From an optimization exercise on the open Yosys and OpenROAD flow, aimed at small area, a short achievable clock period and few clock cycles per item; shortcuts taken in it are not production practice. Function was checked by simulation only, so behaviour that the tests miss may differ from the original.

Setup of run A:
Design AES_TI_core, start of the top module:
module AES_TI_core(Din0, Kin, Dout0, CLK, RSTn, Dvld, Kvld, BSY, EN, Drdy, Krdy);
Size: roughly 7400 cells after synthesis, about 1400 flip-flops, about 390 I/O pins, about 0.078 mm² of cells after synthesis.
==> flow/config.mk <==
export PLATFORM = sky130hd
export DESIGN_NAME = AES_TI_core
export DESIGN_NICKNAME = AES_TI_core
export VERILOG_FILES = /design/flow/design.v
export SDC_FILE = /design/flow/constraint.sdc
export NUM_CORES = 4
export LEC_CHECK = 0
export CAP_MARGIN = 20
export CORE_MARGIN = 2
export CORE_UTILIZATION = 60
export SETUP_SLACK_MARGIN = 2.5
export SLEW_MARGIN = 20
==> flow/constraint.sdc <==
create_clock -name core_clock -period 6.0 [get_ports {CLK}]
set_input_delay 1.2000 -clock core_clock [delete_from_list [all_inputs] [get_ports {CLK}]]
set_output_delay 1.2000 -clock core_clock [all_outputs]
set_load 0.01 [all_outputs]
standard.sh (not shown) runs the stock make flow with config.mk's settings and CLKGATE_MAP_FILE= SYNTH_SCRIPT=/design/flow/synth_recipe.tcl, a recipe that flattens the netlist after the stock synthesis.
==> flow/flow/run.sh <==
#!/bin/bash
set -o pipefail
export BUFFER_PORTS_ARGS="-buffer_cell sky130_fd_sc_hd__buf_2"
export SKIP_GATE_CLONING=1
export CTS_ARGS="-sink_clustering_enable -repair_clock_nets -dont_use_dummy_load -buf_list sky130_fd_sc_hd__clkbuf_8 -sink_clustering_size 16 -sink_clustering_max_diameter 60"
bash standard.sh > standard.log 2>&1
Run A finished all stages; the layout is clean.
Testbench counts of run A, summed over its fixed seeds: cycles 13,824, items 192.
The inputs of run B differ from those of run A as listed below.
Settings: CORE_UTILIZATION: 60 -> 40; SETUP_SLACK_MARGIN: 2.5 -> 3.0.
Findings:
Maximum frequency went up by a few percent going from run A to run B. Core utilization down 17 points in run B wrt run A. The final reports for run B and run A show global-route usage lower in the former. The via count on run B is in line with that on run A. On run B: buffers inserted during post-CTS setup optimization is 600% higher than what run A gave. STATUS setup slack after layout: run B wins against run A. Compared to run A, run B has number of cells on the worst reg-to-reg path 7 higher. For the aggregate routed wire length, run B came in about 5% higher than run A did. Number of clock buffers in the layout: run B higher than run A.
## Diff of input files: run C against run B
Settings: CTS_BUF_LIST: unset -> sky130_fd_sc_hd__clkbuf_4; CTS_CLUSTER_SIZE: unset -> 24; SETUP_SLACK_MARGIN: 3.0 -> 2.5.
==> flow/flow/run.sh <==
#!/bin/bash
set -o pipefail
cp standard.sh standard_sh_copy.log
export BUFFER_PORTS_ARGS="-buffer_cell sky130_fd_sc_hd__buf_2"
export SKIP_GATE_CLONING=1
bash standard.sh > standard.log 2>&1
--- outcome ---
- Run B → run C: finished layout cell area went down 5.0%, sum of negative setup slack comparable, wire length on met3 climbed 3.8 mm, worst hold slack dropped 0.19 ns, data required time at the worst endpoint climbed 0.44 ns.
What run D does differently from run C at the input level:
Settings: a deleted CTS_BUF_LIST that had been sky130_fd_sc_hd__clkbuf_4; a deleted CTS_CLUSTER_SIZE that had been 24.
==> flow/flow/run.sh <==
#!/bin/bash
set -o pipefail
export BUFFER_PORTS_ARGS="-buffer_cell sky130_fd_sc_hd__buf_2"
export SKIP_GATE_CLONING=1
export CTS_ARGS="-sink_clustering_enable -repair_clock_nets -dont_use_dummy_load -buf_list sky130_fd_sc_hd__clkbuf_8 -sink_clustering_size 16 -sink_clustering_max_diameter 60"
bash standard.sh > standard.log 2>&1
--- outcome ---
Diff run D and run C: time the final worst path needs with I/O delays and setup higher in run D
Area enclosed by the die boundary: run C vs run D identical
| total global routing track utilization | higher: run C |
Looking at proportion of cell area occupied by multi-input gates, run D sits 1.8 points above run C.
Cell count (run D vs. run C) decreases by a few percent
Summary — wire length, run D relative to run C: lower, by 6.2 mm.
On final worst-path cycle share: run D sits above run C.
Post-cts gate resize count ends up higher on run D.
Looking at worst reg-to-reg path cell count, run D sits below run C.

-- static timing again, ports no longer ideal --
Ports are ideal in the flow. The routed layouts listed here were re-timed in OpenROAD.
Step 1, drivers: a clkbuf_16 drives CLK and a buf_2 each remaining input, both assumed.
Step 2 times the ports against the registers' clock, not the clock port: input delays grow and output delays shrink by t, the midpoint of the rising clock arrivals with the driver on.
a / b / c = ideal / step 1 / step 2; a / b = the first two.
run | t, ns | slack for setup (ns) | latest minus earliest clock arrival (ns)
run A | 0.942 | 2.373 / 2.373 / 2.165 | 0.118 / 0.118
run B | 1.005 | 2.583 / 2.583 / 2.222 | 0.143 / 0.142
run C | 1.471 | 2.463 / 2.463 / 1.995 | 0.197 / 0.196
run D | 0.986 | 2.365 / 2.365 / 1.971 | 0.165 / 0.165
After both steps setup and hold are still met in every run listed. The setup slack of run C, which loses most, moves by 0.000 ns with the drivers and by -0.468 ns with both steps.
